This is an optimization exercise on Yosys and OpenROAD, whose aim is small area, not a production implementation.
Function was checked by simulation only, so behaviour that the tests miss may differ from the original.
Power figures rest on the tool's default switching activity, not on a simulated workload.

==> design/flow/design.v <==
module Register
#(
	parameter WORD_LENGTH = 32
)
(
	input enable,
	input enable_n,
	input [WORD_LENGTH-1 : 0] Data_Input,
	input [WORD_LENGTH-1 : 0] Data_Current,
	output [WORD_LENGTH-1 : 0] Data_Next
);
assign Data_Next = (Data_Input & {WORD_LENGTH{enable}}) | (Data_Current & {WORD_LENGTH{enable_n}});
endmodule
module Mux32to1
#(
	parameter WORD_LENGTH = 32
)
(
	input [31:0] Select_n,
	input [32*WORD_LENGTH-1 : 0] Data_n,
	output [WORD_LENGTH-1 : 0] Mux_Output
);
genvar b, j;
generate
	for (b = 0; b < WORD_LENGTH; b = b + 1) begin : Bit
		wire [15:0] pair;
		for (j = 0; j < 16; j = j + 1) begin : Pair
			OAI22 Gate (
				.A1(Data_n[(2*j)*WORD_LENGTH + b]), .A2(Select_n[2*j]),
				.B1(Data_n[(2*j+1)*WORD_LENGTH + b]), .B2(Select_n[2*j+1]),
				.Y(pair[j])
			);
		end
		OR16 Out (.A(pair), .Y(Mux_Output[b]));
	end
endgenerate
endmodule
module OAI22 (input A1, input A2, input B1, input B2, output Y);
assign Y = ~((A1 | A2) & (B1 | B2));
endmodule
module OR16 (input [15:0] A, output Y);
assign Y = |A;
endmodule
module Register_File
#(
	parameter WORD_LENGTH = 32,
	parameter NBITS = 5
)
(
	input clk,
	input reset,
	input [NBITS-1 : 0] Read_Reg1,
	input [NBITS-1 : 0] Read_Reg2,
	input [NBITS-1 : 0] Write_Reg,
	input [WORD_LENGTH-1 : 0] Write_Data,
	input Write,
	output [WORD_LENGTH-1 : 0] Read_Data1,
	output [WORD_LENGTH-1 : 0] Read_Data2
);
wire [WORD_LENGTH-1 : 0] Write_Data_n = ~Write_Data;
wire [32*WORD_LENGTH-1 : 0] Words_n;
wire [31:0] Write_Enable;
wire [31:0] Write_Enable_n;
wire [31:0] Select1_n;
wire [31:0] Select2_n;
reg  [31:0] Valid;
genvar i;
generate
	for (i = 0; i < 32; i = i + 1) begin : Register
		reg  [WORD_LENGTH-1 : 0] Data_reg_n;
		wire [WORD_LENGTH-1 : 0] Data_next_n;
		assign Write_Enable[i]   = Write & (Write_Reg == i);
		assign Write_Enable_n[i] = ~Write_Enable[i];
		assign Select1_n[i] = ~(Valid[i] & (Read_Reg1 == i));
		assign Select2_n[i] = ~(Valid[i] & (Read_Reg2 == i));
		Register #(.WORD_LENGTH(WORD_LENGTH)) RegisterUnit (
			.enable(Write_Enable[i]),
			.enable_n(Write_Enable_n[i]),
			.Data_Input(Write_Data_n),
			.Data_Current(Data_reg_n),
			.Data_Next(Data_next_n)
		);
		always @(posedge clk)
			Data_reg_n <= Data_next_n;
		assign Words_n[i*WORD_LENGTH +: WORD_LENGTH] = Data_reg_n;
	end
endgenerate
always @(posedge clk or negedge reset) begin
	if (reset == 1'b0)
		Valid <= 32'd0;
	else
		Valid <= Valid | Write_Enable;
end
Mux32to1 #(.WORD_LENGTH(WORD_LENGTH)) Mux_Read_Register_Number1 (
	.Select_n(Select1_n),
	.Data_n(Words_n),
	.Mux_Output(Read_Data1)
);
Mux32to1 #(.WORD_LENGTH(WORD_LENGTH)) Mux_Read_Register_Number2 (
	.Select_n(Select2_n),
	.Data_n(Words_n),
	.Mux_Output(Read_Data2)
);
endmodule
==> design/flow/flow/run.sh <==
#!/bin/bash
# Own layout flow: the standard ORFS flow (standard.sh, unchanged synthesis,
# floorplan, power grid and tap cells) with these changes:
#  - ports are buffered with the smallest buffer (buf_1) instead of the
#    default choice;
#  - clock tree synthesis without dummy loads;


# make's full output goes to flow.log in the work folder; each ORFS step also
# writes its own log under orfs/logs/.
set -euo pipefail
bash standard.sh \
  "BUFFER_PORTS_ARGS=-buffer_cell sky130_fd_sc_hd__buf_1" \
  "CTS_ARGS=-sink_clustering_enable -repair_clock_nets -buf_list {sky130_fd_sc_hd__clkbuf_16} -sink_clustering_size 24 -sink_clustering_max_diameter 90 -dont_use_dummy_load" \
  finish > flow.log 2>&1
==> design/flow/standard.sh <==
#!/bin/bash
# synth_recipe.tcl (not shown) runs the flow's synth.tcl, then flattens the netlist and writes it again
# the make line also repeats each setting of config.mk as NAME=value (left out here)
make -C /OpenROAD-flow-scripts/flow DESIGN_CONFIG=/design/flow/config.mk WORK_HOME=/design/flow/orfs CLKGATE_MAP_FILE= SYNTH_SCRIPT=/design/flow/synth_recipe.tcl "${@:-finish}"
==> design/flow/config.mk <==
export PLATFORM = sky130hd
export DESIGN_NAME = Register_File
export DESIGN_NICKNAME = Register_File
export VERILOG_FILES = /design/flow/design.v
export SDC_FILE = /design/flow/constraint.sdc
export NUM_CORES = 4
export LEC_CHECK = 0
export CAP_MARGIN = 5
export CORE_MARGIN = 2
export CORE_UTILIZATION = 60
export SETUP_SLACK_MARGIN = 0.2
export SLEW_MARGIN = 5
export SYNTH_HIERARCHICAL = 1
==> design/flow/constraint.sdc <==
create_clock -name core_clock -period 6.0 [get_ports {clk}]
set_input_delay 1.2000 -clock core_clock [delete_from_list [all_inputs] [get_ports {clk}]]
set_output_delay 1.2000 -clock core_clock [all_outputs]
set_load 0.01 [all_outputs]
==> flow_summary.toml, run 1 <==
[route]
drtAntennaViolNets = 0
drc_errors = 0
drtIter0Drc = 9280
num_vias = 44820
post_drt_wl_per_cell_um = 43.54
drt-total-wl_mm = 217.6
dr.pass1.iters = 12
viasPerCell = 8.967

[die]
die_area_um2 = 72750
core_um2 = 70030
ios = 114
std_cell_rows = 97
die_h_um = 269.7
die_w_um = 269.7
initial_core_util = 0.6050

[sta]
worstMarginPinSlew_ns = 1.435
setup_viol = 0
rsz0062_at_grt = "no"
hold_violations = 0
relSlewSlack = 0.04082
slew_viol_final = 0
setup_tns_ns = 0
clock.fmax_mhz = 174.7
finalCritPeriodShare = 0.9542
hold_slack_ns = 0.5014
fin_crit_ns = 5.725
fin_skew_ns = 0

[worst_setup_path]
ff2ff_path_depth = 1
cp_common_cell = "buf_1"
cp_max_fo = 17
cp_top_family = "simple AND/OR/NAND/NOR gates"
worstPathArrival_ns = 4.53
r2r-end = "Register[31].Data_reg_n[0]"
reg2reg_setup_slack_ns = 5.23
reg2reg_from = "Register[31].Data_reg_n[0]"
crit_path_top_delay_cell = "nand3_2"
path_buf_inv = 3
required_ns = 4.80
setup.worst_path.end_class = "output pin"
crit_chain = "buf_1 > nor3b_1 > nand3_2 > buf_4 > o22ai_1 > nor4_1 > nand4_1 > buf_1"
cpPeakStageDelay_ns = 1.01
path_class = "in2out"
startpoint_type = "input port"

[logic_synthesis]
ys_top_cells_by_area = "dfxtp_1, a22o_1, o22ai_1"
synth.cell_area_um2 = 42370
yosys_most_used_dff = "dfxtp_1"
synth_nets = 3933
synthCells = 3883
synth_top_area_frac = 0.4839
synth_cell_types = 32
synth_area_per_cell_um2 = 10.91
synth-seq-area-share = 0.5028
async_flop_share = 0.03030
synth-edff-count = 0
yosysTopAreaCell = "dfxtp_1"
ys_warn_count = 7
synth_seq_cells = 1056

[global_route]
track_usage = 0.5732
first_global_vias = 42610
grt_first_pass_wirelength_mm = 305.2
grt_max_degree = 33
antenna_found_initial = 8
grt_overflow = 0

[hold_path]
whs_endpoint = "Valid[0]"
min_from = "Valid[0]"
min_path_cells = 1
hold_path.class = "reg2reg"

[clock_tree]
cts.reportedPaths.clkPinSlew_ns = 0.10
clockRootBuffer = "clkbuf_16"
cts_resized = 0
worstSkewPairLatency_ns = 0.66
htree_levels = 2
cts_buffer_depth = 3
cts_buffers = 50
cts_setup_buffers = 0
cts_tree = "done"
clock-sinks = 1056
hold_buffers = 0

[pwr]
pwr-share-comb = 0.161
pwr-share-seq = 0.601
pwr-share-clk = 0.238
p_int_w = 0.01120
p_sw_w = 0.004801
ir_drop_v = 0.0002909
sw_frac_of_total = 0.3001
power_density_nw_per_um2 = 353.1
p_leak_nw = 19.12

[finish]
layout.nets = 4098
syn2layout_area_growth_pct = 6.943
multi_input_area_um2 = 19130
mostFrequentLayoutCells = "dfxtp_1, o22ai_1, a22o_1"
drive_above_1_share = 0.1038
nFillCells = 5630
regArea_um2 = 21300

[place]
dp_hpwl_mm = 122.3
place.gp.congestion = 1.010
port_buffers = 113

[flow_run]
drv_cap = 0

[run_status]
status = "finished clean"
-- logic make-up (layout without fill, tap and decap cells) --
| group | after synthesis | after routing | share of synthesized area |
|---|---|---|---|
| and+or+nand+nor | 496 | 496 | 0.06993 |
| buffers and inverters | 251 | 414 | 0.05685 |
| other | 0 | 12 | 0 |
| DFF | 1056 | 1056 | 0.5028 |
| AOI/OAI and AO/OA | 2080 | 2080 | 0.3705 |
-- power groups by stage --
stage               clock network [W]  registers [W]  logic [W]
global route                  0.00398        0.00975    0.00267
detailed placement                  0        0.00967    0.00244
CTS                           0.00372        0.00954    0.00245
global placement                    0        0.00959    0.00236
floorplan                           0        0.00936    0.00170
finish                        0.00381        0.00961    0.00258
-- sequential cells by signal, summed over array words and instances (netlist names) --
name and cells:
Register.Data_reg_n 1024, Valid 32
-- metal layers --
metal	vias up	global-route usage	share of wire
met5	-	0.02039	0.00097
met4	12	0.4664	0.11
met3	1906	0.3169	0.19
met2	5301	0.7562	0.37
met1	20800	0.6735	0.32
li1	16800	-	-
-- worst max-delay path by stage --
stage,start,slack [ns],cells past startpoint,to
2_1_floorplan,Read_Reg1[1],2.04,6,Read_Data1[0]
3_3_place_gp,Read_Reg1[2],0.81,8,Read_Data1[5]
3_5_place_dp,Read_Reg1[2],0.70,8,Read_Data1[5]
4_1_cts,Read_Reg1[2],0.68,8,Read_Data1[5]
5_1_grt,Read_Reg1[2],0.40,8,Read_Data1[5]
6_report,Read_Reg1[2],0.27,8,Read_Data1[5]
-- synthesized netlist by cell type (8+ instances only) --
cell         n
nand3_1     64
a22o_2      64
dfxtp_1   1024
buf_2        8
o22ai_1   1024
inv_1       32
nor4_1     256
a21o_1      32
nand2_1     33
nor2_1      31
dfrtp_1     32
a22o_1     960
buf_6      193
clkbuf_1    16
nand4_1     65
-- per-module statistics from Yosys (local to each module, per instance), excerpt --
module / times used / flip-flops and latches
Register_File: 1 / 1056
OR16: 64 / 0
OAI22: 1024 / 0
-- final cells by class --
type                       instances  area share
antenna                           12   0.0006628
clock buffer                      50     0.02762
inverter                          32    0.002651
multi-input combinational       2576      0.4222
sequential                      1056      0.4701
tap                              940     0.02596
timing repair buffer             332     0.05081
-- stage by stage --
step	util	power (W)	cell area, um^2	setup slack [ns]	cells
after floorplan	-	0.01106	42370	2.042	3883
after global placement	0.6283	0.01195	44000	0.8069	4935
after detailed placement	0.6283	0.01211	44000	0.7027	4935
after CTS	0.6462	0.01570	45250	0.6813	4985
after global routing	0.6466	0.01640	45280	0.3989	4986
final	0.6470	0.01600	45310	0.2749	4998
==> inputs of run 2 (changes only) <==
--- a/design/flow/flow/run.sh
+++ b/design/flow/flow/run.sh
@@ -6,4 +6,4 @@
 #  - clock tree synthesis without dummy loads;
-
-
+#  - power recovery (downsizing of gates with positive slack) after global
+#    routing's timing repair.
 # make's full output goes to flow.log in the work folder; each ORFS step also
@@ -13,3 +13,4 @@
   "BUFFER_PORTS_ARGS=-buffer_cell sky130_fd_sc_hd__buf_1" \
-  "CTS_ARGS=-sink_clustering_enable -repair_clock_nets -buf_list {sky130_fd_sc_hd__clkbuf_16} -sink_clustering_size 24 -sink_clustering_max_diameter 90 -dont_use_dummy_load" \
+  "CTS_ARGS=-sink_clustering_enable -repair_clock_nets -buf_list {sky130_fd_sc_hd__clkbuf_16} -sink_clustering_size 24 -sink_clustering_max_diameter 60 -dont_use_dummy_load" \
+  "RECOVER_POWER=100" \
   finish > flow.log 2>&1
--- a/design/flow/config.mk
+++ b/design/flow/config.mk
@@ -7,7 +7,10 @@
 export LEC_CHECK = 0
-export CAP_MARGIN = 5
+export CAP_MARGIN = 20
 export CORE_MARGIN = 2
-export CORE_UTILIZATION = 60
+export CORE_UTILIZATION = 55
+export CTS_BUF_LIST = sky130_fd_sc_hd__clkbuf_4 sky130_fd_sc_hd__clkbuf_8
+export CTS_CLUSTER_DIAMETER = 60
+export CTS_CLUSTER_SIZE = 30
 export SETUP_SLACK_MARGIN = 0.2
-export SLEW_MARGIN = 5
+export SLEW_MARGIN = 20
 export SYNTH_HIERARCHICAL = 1
==> run 2 against run 1 <==
Against the previous run: the layout now fails its checks (capacitance limit, slew limit); clock power rose by 23%; sequential power barely moved; maximum frequency fell by 1.5%; setup slack got worse by 0.087 ns; via count fell by 3.2%; design area rose by 0.78%; final cell count rose by 2.2%.
==> flow_summary.toml, run 2 <==
[route]
num_vias = 43370
drtAntennaViolNets = 0
dr.pass1.iters = 9
viasPerCell = 8.493
drt-total-wl_mm = 205.2
drc_errors = 0
drtIter0Drc = 7706
post_drt_wl_per_cell_um = 40.20

[clock_tree]
hold_buffers = 0
clockRootBuffer = "clkbuf_16"
cts_tree = "done"
cts_buffer_depth = 3
clock-sinks = 1056
worstSkewPairLatency_ns = 0.65
htree_levels = 3
cts_setup_buffers = 0
cts_resized = 0
cts_buffers = 74
cts.reportedPaths.clkPinSlew_ns = 0.07

[logic_synthesis]
synth_commonest_cells = "dfxtp_1, o22ai_1, a22o_1"
synth_cell_types = 32
synth_seq_cells = 1056
synth.cell_area_um2 = 42370
synthCells = 3883
synth_area_per_cell_um2 = 10.91
yosysTopAreaCell = "dfxtp_1"
yosys_most_used_dff = "dfxtp_1"
ys_warn_count = 7
synth-edff-count = 0
ys_top_cells_by_area = "dfxtp_1, a22o_1, o22ai_1"
async_flop_share = 0.03030
synth_top_area_frac = 0.4839
synth-seq-area-share = 0.5028
synth_nets = 3933

[global_route]
track_usage = 0.5015
gr-max-usage-layer = "met2"
grt_util_met2 = 0.6876
first_global_vias = 41320
antenna_found_initial = 15
grt_overflow = 0
grt_first_pass_wirelength_mm = 290.4
grtUsageMet1 = 0.6252
globalRouteMet3Util = 0.2442
grt_max_degree = 33

[die]
ios = 114
die_h_um = 281.5
die_w_um = 281.5
core_um2 = 76080
die_area_um2 = 79270
initial_core_util = 0.5569
std_cell_rows = 101

[place]
dp_hpwl_mm = 118.6
place.gp.congestion = 0.9908
port_buffers = 113
pre_cts_slack_ns = 0.8501
place_area_um2 = 44110

[flow_run]
drv_cap = 44

[finish]
nFillCells = 6485
drive_above_1_share = 0.09750
syn2layout_area_growth_pct = 7.779
layout.nets = 4124
largest_reg_flops = 1024
final_area_um2 = 45660
mostFrequentLayoutCells = "dfxtp_1, o22ai_1, a22o_1"
fin_util = 0.6002
reg_top3 = "Register.Data_reg_n x1024, Valid x32"
top_register = "Register.Data_reg_n"

[pwr]
ir_drop_v = 0.0002242
power_density_nw_per_um2 = 369.2
p_leak_nw = 19.23
power.total_w = 0.01686

[sta]
fin_crit_ns = 5.812
setup_tns_ns = 0
rsz0062_at_grt = "no"
finalCritPeriodShare = 0.9687
hold_violations = 0
worstMarginPinSlew_ns = 3.202
clock.fmax_mhz = 172.1
setup_viol = 0
relSlewSlack = -1.143
setup_slack_ns = 0.1881
slew_viol_final = 1048
fin_skew_ns = 0

[worst_setup_path]
ff2ff_path_depth = 1
cp_top_family = "simple AND/OR/NAND/NOR gates"
crit_chain = "clkbuf_1 > and2_0 > nand3_2 > clkbuf_2 > o22ai_1 > nor4_1 > nand4_1 > buf_1"
startpoint_type = "input port"
worstPathArrival_ns = 4.61
reg2reg_setup_slack_ns = 5.22
path_buf_inv = 3
r2r-end = "Valid[20]"
cpPeakStageDelay_ns = 0.73
required_ns = 4.80
reg2reg_from = "Valid[20]"
cp_max_fo = 17
path_class = "in2out"
crit_path_top_delay_cell = "nor4_1"
setup.worst_path.end_class = "output pin"

[hold_path]
min_path_cells = 1
whs_endpoint = "Valid[10]"
min_from = "Valid[10]"
hold_path.class = "reg2reg"

[run_status]
violatedChecks = "capacitance limit, slew limit"
status = "finished with violations"
==> run 2: cell counts after synthesis <==
No cell type changed its count.
==> run 2: routing by layer <==
layer	wire length [um]	up-vias
met3	36250	1344
met5	264	-
met2	80230	4479
li1	-	16830
met1	72150	20690
met4	16340	24
==> run 2: cells by family after synthesis <==
logic type / after synthesis / share of synthesized area
AO/OA/AOI/OAI: 2080 / 0.3705
flip-flops: 1056 / 0.5028
AND/OR/NAND/NOR: 496 / 0.06993
buffers and inverters: 251 / 0.05685
==> run 2: worst max path at each step <==
stage / from / endpoint / slack, ns / depth (start not counted)
finish: Read_Reg2[1] / Read_Data2[11] / 0.19 / 8
global route: Read_Reg2[1] / Read_Data2[11] / 0.33 / 8
CTS: Read_Reg2[1] / Read_Data2[29] / 0.84 / 8
detailed placement: Read_Reg2[1] / Read_Data2[29] / 0.85 / 8
global placement: Read_Reg2[1] / Read_Data2[6] / 0.79 / 8
floorplan: Read_Reg1[1] / Read_Data1[0] / 2.04 / 6
==> run 2: metrics by stage <==
step,cells,hold slack [ns]
floorplan,3883,0.4483
global placement,5023,0.4628
detailed placement,5027,0.4651
CTS,5101,0.4840
global route,5104,0.5070
finish,5106,0.4849
==> run 2: where the power goes <==
group	leakage, nW	switching, W	internal [W]
Combinational	9.43	0.00131	0.00129
Clock	0.912	0.00248	0.00219
Sequential	8.89	0.00117	0.00842
==> run 2: final cells by class <==
cell class | instances | area (um^2) | area share
Tap cell | 1030 | 1289 | 0.02822
Sequential cell | 1056 | 21300 | 0.4665
Inverter | 32 | 120.1 | 0.002630
Clock buffer | 74 | 1852 | 0.04055
Timing Repair Buffer | 334 | 2086 | 0.04568
Multi-Input combinational cell | 2576 | 19010 | 0.4162
Antenna cell | 4 | 10.01 | 0.0002192
==> run 2: modules after synthesis, one instance, submodules excluded, excerpt <==
module	cells inside	flops+latches	copies in the design	area, um^2
OAI22	1	0	1024	6.256
Register_File	1323	1056	1	22750
OR16	5	0	64	31.28
==> inputs of run 3 (changes only) <==
--- a/design/flow/design.v
+++ b/design/flow/design.v
@@ -1,5 +1,2 @@
 module Register
-#(
-	parameter WORD_LENGTH = 32
-)
 (
@@ -7,7 +4,7 @@
 	input enable_n,
-	input [WORD_LENGTH-1 : 0] Data_Input,
-	input [WORD_LENGTH-1 : 0] Data_Current,
-	output [WORD_LENGTH-1 : 0] Data_Next
+	input Data_Input,
+	input Data_Current,
+	output Data_Next
 );
-assign Data_Next = (Data_Input & {WORD_LENGTH{enable}}) | (Data_Current & {WORD_LENGTH{enable_n}});
+assign Data_Next = (Data_Input & enable) | (Data_Current & enable_n);
 endmodule
@@ -66,3 +63,3 @@
 reg  [31:0] Valid;
-genvar i;
+genvar i, b;
 generate
@@ -75,9 +72,11 @@
 		assign Select2_n[i] = ~(Valid[i] & (Read_Reg2 == i));
-		Register #(.WORD_LENGTH(WORD_LENGTH)) RegisterUnit (
-			.enable(Write_Enable[i]),
-			.enable_n(Write_Enable_n[i]),
-			.Data_Input(Write_Data_n),
-			.Data_Current(Data_reg_n),
-			.Data_Next(Data_next_n)
-		);
+		for (b = 0; b < WORD_LENGTH; b = b + 1) begin : Bit
+			Register RegisterUnit (
+				.enable(Write_Enable[i]),
+				.enable_n(Write_Enable_n[i]),
+				.Data_Input(Write_Data_n[b]),
+				.Data_Current(Data_reg_n[b]),
+				.Data_Next(Data_next_n[b])
+			);
+		end
 		always @(posedge clk)
==> design/flow/flow/run.sh (replaced) <==
#!/bin/bash
# Own layout flow: the standard ORFS flow (standard.sh, unchanged synthesis,
# floorplan, power grid and tap cells) with these changes:
#  - ports are buffered with the smallest buffer (buf_1) instead of the
#    default choice;
#  - clock tree synthesis without dummy loads;


# make's full output goes to flow.log in the work folder; each ORFS step also
# writes its own log under orfs/logs/.
set -euo pipefail
bash standard.sh \
  "BUFFER_PORTS_ARGS=-buffer_cell sky130_fd_sc_hd__buf_1" \
  "CTS_ARGS=-sink_clustering_enable -repair_clock_nets -buf_list {sky130_fd_sc_hd__clkbuf_16} -sink_clustering_size 24 -sink_clustering_max_diameter 90 -dont_use_dummy_load" \
  finish > flow.log 2>&1
--- a/design/flow/config.mk
+++ b/design/flow/config.mk
@@ -10,5 +10,2 @@
 export CORE_UTILIZATION = 55
-export CTS_BUF_LIST = sky130_fd_sc_hd__clkbuf_4 sky130_fd_sc_hd__clkbuf_8
-export CTS_CLUSTER_DIAMETER = 60
-export CTS_CLUSTER_SIZE = 30
 export SETUP_SLACK_MARGIN = 0.2
==> run 3 against run 2 <==
Against the previous run: global-route usage grew 1.4 points; critical path type unchanged; clock skew unchanged; sequential share of layout area shrank 0.14 points; now clean on timing, DRC and antenna; critical endpoint is now Read_Data2[29]; synthesized cell count shrank 4.9%; register-to-register slack gained 0.06 ns; non-clock buffer count grew 36.
==> flow_summary.toml, run 3 <==
[clock_tree]
cts.reportedPaths.clkPinSlew_ns = 0.11
worstSkewPairLatency_ns = 0.67
clock-sinks = 1056
cts_buffer_depth = 3
cts_buffers = 50
clockRootBuffer = "clkbuf_16"
cts_tree = "done"
hold_buffers = 0
cts_setup_buffers = 0
cts_resized = 0
htree_levels = 2

[sta]
slew_viol_final = 0
clock.fmax_mhz = 181.1
setup_tns_ns = 0
hold_slack_ns = 0.5020
relSlewSlack = 0.1091
setup_viol = 0
finalCritPeriodShare = 0.9201
worstMarginPinSlew_ns = 1.324
fin_skew_ns = 0
fin_crit_ns = 5.520
hold_violations = 0
rsz0062_at_grt = "no"

[worst_setup_path]
worstPathArrival_ns = 4.32
path_class = "in2out"
setup.worst_path.end_class = "output pin"
required_ns = 4.80
reg2reg_from = "Valid[2]"
startpoint_type = "input port"
r2r-end = "Valid[2]"
cp_max_fo = 16
ff2ff_path_depth = 1
reg2reg_setup_slack_ns = 5.28

[logic_synthesis]
yosysTopAreaCell = "dfxtp_1"
synthCells = 3691
synth_top_area_frac = 0.5109
synth.cell_area_um2 = 40120
synth_seq_cells = 1056
synth-edff-count = 0
synth_area_per_cell_um2 = 10.87
ys_warn_count = 7
yosys_most_used_dff = "dfxtp_1"
synth-seq-area-share = 0.5309
synth_commonest_cells = "a22o_1, dfxtp_1, o22ai_1"
async_flop_share = 0.03030
synth_nets = 3741
synth_cell_types = 31
ys_top_cells_by_area = "dfxtp_1, a22o_1, o22ai_1"

[route]
wl_met1_mm = 69.78
drtAntennaViolNets = 0
wl_met3_mm = 38.43
viasPerCell = 8.667
highest_layer = "met5"
dr.pass1.iters = 12
wl_met2_mm = 77.53
post_drt_wl_per_cell_um = 40.07
drc_errors = 0
num_vias = 43780
drtIter0Drc = 8224
drt-total-wl_mm = 202.4

[die]
ios = 114
die_w_um = 274.1
core_um2 = 72590
die_area_um2 = 75130
std_cell_rows = 99
die_h_um = 274.1
initial_core_util = 0.5528

[place]
port_buffers = 113
place_area_um2 = 44370
place.gp.congestion = 1.073
dp_hpwl_mm = 123.9

[pwr]
power.total_w = 0.01608
p_leak_nw = 19.27
ir_drop_v = 0.0003524
power_density_nw_per_um2 = 351.1

[finish]
largest_reg_flops = 1024
fin_util = 0.6309
syn2layout_area_growth_pct = 14.13
final_area_um2 = 45800
layout.nets = 4136
top_register = "Register.Data_reg_n"
reg_top3 = "Register.Data_reg_n x1024, Valid x32"
regArea_um2 = 21300
mostFrequentLayoutCells = "dfxtp_1, o22ai_1, a22o_1"
multi_input_area_um2 = 19100
nFillCells = 5951
drive_above_1_share = 0.1021

[hold_path]
whs_endpoint = "Valid[4]"
min_path_cells = 1
min_from = "Valid[4]"
hold_path.class = "reg2reg"

[global_route]
first_global_vias = 40910
grt_overflow = 0
grt_max_degree = 33
grt_first_pass_wirelength_mm = 283.6
antenna_found_initial = 16
track_usage = 0.5156

[run_status]
status = "finished clean"

[flow_run]
drv_cap = 0
==> run 3: cell types whose count changed after synthesis <==
| cell | delta |
|---|---|
| a22o_2 | -64 |
| a22o_1 | +64 |
| buf_6 | -192 |
==> run 3: metrics by stage <==
step                std cells  worst slack [ns]
finish                   5051            0.4797
CTS                      5037            0.8962
global route             5045            0.6425
detailed placement       4987            0.8986
global placement         4978            0.6594
floorplan                3691             2.042
==> run 3: worst max path at each step <==
stage                       from        endpoint  slack, ns  cells past startpoint
floorplan           Read_Reg1[1]   Read_Data1[0]       2.04                      6
global placement    Read_Reg1[4]  Read_Data1[22]       0.66                      9
detailed placement  Read_Reg1[4]  Read_Data1[27]       0.90                      7
CTS                 Read_Reg1[1]  Read_Data1[22]       0.90                     10
global route        Read_Reg2[4]  Read_Data2[29]       0.64                      7
finish              Read_Reg2[4]  Read_Data2[29]       0.48                      7
==> run 3: kinds of logic (layout without fill, tap and decap cells) <==
logic type / after synthesis / after routing / synth area share
and+or+nand+nor: 496 / 496 / 0.07384
AOI/OAI and AO/OA: 2080 / 2080 / 0.3892
DFF: 1056 / 1056 / 0.5309
buffers and inverters: 59 / 452 / 0.006143
other: 0 / 8 / 0
==> run 3: where the power goes <==
group | internal, W | switching (W)
clock network | 0.00149 | 0.00232
registers | 0.00841 | 0.00118
logic | 0.00138 | 0.00130
total | 0.0113 | 0.00479
==> run 3: per-module statistics from Yosys, one instance, submodules excluded, excerpt <==
module,cell area [um^2],flops+latches
OAI22,6.256,0
Register_File,22750,1056
Register,8.758,0
OR16,31.28,0
==> run 3: final cells by class <==
class / instances / share of cell area
sequential: 1056 / 0.4651
multi-input combinational: 2576 / 0.4171
timing repair buffer: 370 / 0.06115
clock buffer: 50 / 0.02732
tap: 959 / 0.02620
inverter: 32 / 0.002623
antenna: 8 / 0.0004371
==> run 3: critical path: stages <==
cell and delay, ns:
buf_1 0.24, and3b_1 0.36, nand3_2 0.74, o22ai_1 0.21, nor4_1 0.97, nand4_1 0.37, buf_1 0.22
==> run 3: routing by layer <==
metal  vias up  global-route usage
met5         -            0.007702
met4        14              0.3202
met3      1296              0.2737
met2      4847              0.6966
met1     20770              0.6387
li1      16850                   -
==> inputs of run 4 (changes only) <==
--- a/design/flow/config.mk
+++ b/design/flow/config.mk
@@ -9,3 +9,3 @@
 export CORE_MARGIN = 2
-export CORE_UTILIZATION = 55
+export CORE_UTILIZATION = 65
 export SETUP_SLACK_MARGIN = 0.2
==> run 4 against run 3 <==
Against the previous run: still clean on timing, DRC and antenna; utilization is 10 points higher; die area is 15% lower; sequential share of layout area rose by 0.96 points; critical path type unchanged; critical endpoint is now Read_Data1[12]; highest routed layer unchanged.
==> flow_summary.toml, run 4 <==
[logic_synthesis]
synthCells = 3691
async_flop_share = 0.03030
synth-seq-area-share = 0.5309
yosys_most_used_dff = "dfxtp_1"
synth_seq_cells = 1056
synth-edff-count = 0
ys_top_cells_by_area = "dfxtp_1, a22o_1, o22ai_1"
ys_warn_count = 7
synth_cell_types = 31
yosysTopAreaCell = "dfxtp_1"
synth_top_area_frac = 0.5109
synth_commonest_cells = "a22o_1, dfxtp_1, o22ai_1"
synth_area_per_cell_um2 = 10.87
synth_nets = 3741
synth.cell_area_um2 = 40120

[finish]
fin_util = 0.7311
largest_reg_flops = 1024
reg_top3 = "Register.Data_reg_n x1024, Valid x32"
nFillCells = 4424
layout.nets = 4110
drive_above_1_share = 0.08896
top_register = "Register.Data_reg_n"
syn2layout_area_growth_pct = 11.82
mostFrequentLayoutCells = "dfxtp_1, o22ai_1, a22o_1"

[worst_setup_path]
ff2ff_path_depth = 1
required_ns = 4.80
setup.worst_path.end_class = "output pin"
reg2reg_from = "Valid[22]"
path_class = "in2out"
cp_common_cell = "buf_1"
r2r-end = "Valid[22]"
crit_chain = "buf_1 > and3b_1 > nand3_1 > o22ai_1 > nor4_1 > nand4_1 > buf_1"
startpoint_type = "input port"
crit_path_end = "Read_Data1[12]"
setup.worst_path.start = "Read_Reg1[3]"
cp_max_fo = 10
cp_top_family = "simple AND/OR/NAND/NOR gates"
cp.depth = 7
crit_path_top_delay_cell = "nor4_1"
path_buf_inv = 2
reg2reg_setup_slack_ns = 5.25
worstPathArrival_ns = 4.24
cpPeakStageDelay_ns = 0.96

[pwr]
pwr-share-clk = 0.236
ir_drop_v = 0.0003256
power_density_nw_per_um2 = 356.1
sw_frac_of_total = 0.2987
p_leak_nw = 19.00
p_int_w = 0.01121
p_sw_w = 0.004773
pwr-share-comb = 0.161
pwr-share-seq = 0.603

[sta]
finalCritPeriodShare = 0.9065
fin_crit_ns = 5.439
clock.fmax_mhz = 183.9
hold_slack_ns = 0.4934
hold_violations = 0
slew_viol_final = 0
relSlewSlack = 0.1406
rsz0062_at_grt = "no"
setup_tns_ns = 0
fin_skew_ns = 0
worstMarginPinSlew_ns = 1.288
setup_viol = 0

[global_route]
first_global_vias = 43700
grt_max_degree = 33
antenna_found_initial = 26
track_usage = 0.6369
grt_first_pass_wirelength_mm = 295.6
grt_overflow = 0

[die]
die_w_um = 252.5
ios = 114
initial_core_util = 0.6538
die_area_um2 = 63730
core_um2 = 61370
die_h_um = 252.5
std_cell_rows = 91

[route]
drt-total-wl_mm = 210.7
drtAntennaViolNets = 0
dr.pass1.iters = 13
drtIter0Drc = 10400
viasPerCell = 9.493
num_vias = 46200
drc_errors = 0
post_drt_wl_per_cell_um = 43.28

[clock_tree]
hold_buffers = 0
cts.reportedPaths.clkPinSlew_ns = 0.09
clockRootBuffer = "clkbuf_16"
clock-sinks = 1056
cts_buffer_depth = 3
cts_resized = 0
cts_setup_buffers = 0
htree_levels = 2
cts_tree = "done"
cts_buffers = 49
worstSkewPairLatency_ns = 0.65

[run_status]
status = "finished clean"

[place]
port_buffers = 113
place.gp.congestion = 1.067
dp_hpwl_mm = 123.0

[flow_run]
drv_cap = 0

[hold_path]
hold_path.class = "reg2reg"
run 4: layer usage:
layer | wire, um | share of wire | vias to the layer above | track usage
li1 | - | - | 16800 | -
met1 | 66040 | 0.31 | 21270 | 0.7331
met2 | 74340 | 0.35 | 5827 | 0.7915
met3 | 45210 | 0.21 | 2232 | 0.4372
met4 | 23730 | 0.11 | 72 | 0.5013
met5 | 1337 | 0.0063 | - | 0.1236
run 4: logic make-up (layout without fill, tap and decap cells):
family	after synthesis	in the layout	share of synthesized area
flip-flops	1056	1056	0.5309
AND/OR/NAND/NOR	496	496	0.07384
buffers and inverters	59	426	0.006143
AO/OA/AOI/OAI	2080	2080	0.3892
other	0	19	0
run 4: worst min-delay path by stage:
stage	from	end	slack [ns]	depth (start not counted)
global placement	Valid[7]	Valid[7]	0.46	1
global route	Valid[16]	Valid[16]	0.52	1
CTS	Valid[7]	Valid[7]	0.49	1
floorplan	Valid[0]	Valid[0]	0.45	1
finish	Valid[7]	Valid[7]	0.49	1
detailed placement	Valid[7]	Valid[7]	0.47	1
run 4: area by class of cell:
cell class / count / area (um^2) / share of cell area
Sequential cell: 1056 / 21300 / 0.4747
Multi-Input combinational cell: 2576 / 18880 / 0.4207
Timing Repair Buffer: 345 / 2310 / 0.05148
Inverter: 32 / 120.1 / 0.002677
Tap cell: 790 / 988.4 / 0.02203
Clock buffer: 49 / 1226 / 0.02733
Antenna cell: 19 / 47.55 / 0.001060
run 4: per-module statistics from Yosys, one instance, submodules excluded, excerpt:
| module | area [um^2] | flip-flops and latches | times used |
|---|---|---|---|
| Register_File | 22750 | 1056 | 1 |
| OR16 | 31.28 | 0 | 64 |
| Register | 8.758 | 0 | 1024 |
| OAI22 | 6.256 | 0 | 1024 |
run 4: power groups by stage:
stage               registers [W]  clock network [W]  logic, W
floorplan                 0.00935                  0   0.00173
global placement          0.00959                  0   0.00229
detailed placement        0.00967                  0   0.00240
CTS                       0.00955            0.00364   0.00241
global route              0.00976            0.00386   0.00266
finish                    0.00963            0.00378   0.00257
run 4: metrics by stage:
step	instances	setup slack, ns	cell area (um^2)	power [W]
after floorplan	3691	2.042	40120	0.01108
after global placement	4791	1.041	43400	0.01189
after detailed placement	4792	0.9833	43430	0.01207
after CTS	4841	0.9747	44650	0.01560
after global routing	4855	0.6775	44840	0.01628
final	4867	0.5609	44870	0.01598

==> afterwards: timing with drivers on the ports <==
In the flow no input, the clock included, has a driving cell. The finished layouts below were timed again as built, in two steps. Step 1, drivers: a clkbuf_16 drives clk and a buf_2 each remaining input, both assumed. Step 2, shift: input delay + t, output delay - t, t = (earliest + latest rising clock arrival at the registers) / 2. This alone moves slack from input paths to output paths. Three values: ideal ports, drivers, drivers and shift; two values: the first two.
run | t, ns | setup WS [ns] | slew at the worst register clock pin (ns)
run 1 | 0.710 | 0.275 / 0.248 / 0.248 | 0.10 / 0.10
run 2 | 0.722 | 0.188 / 0.149 / -0.116 | 0.10 / 0.10
run 3 | 0.724 | 0.480 / 0.439 / 0.439 | 0.11 / 0.11
run 4 | 0.724 | 0.561 / 0.538 / 0.538 | 0.11 / 0.11
The setup slack of run 2, which loses most, moves by -0.039 ns with the drivers and by -0.304 ns with both steps.
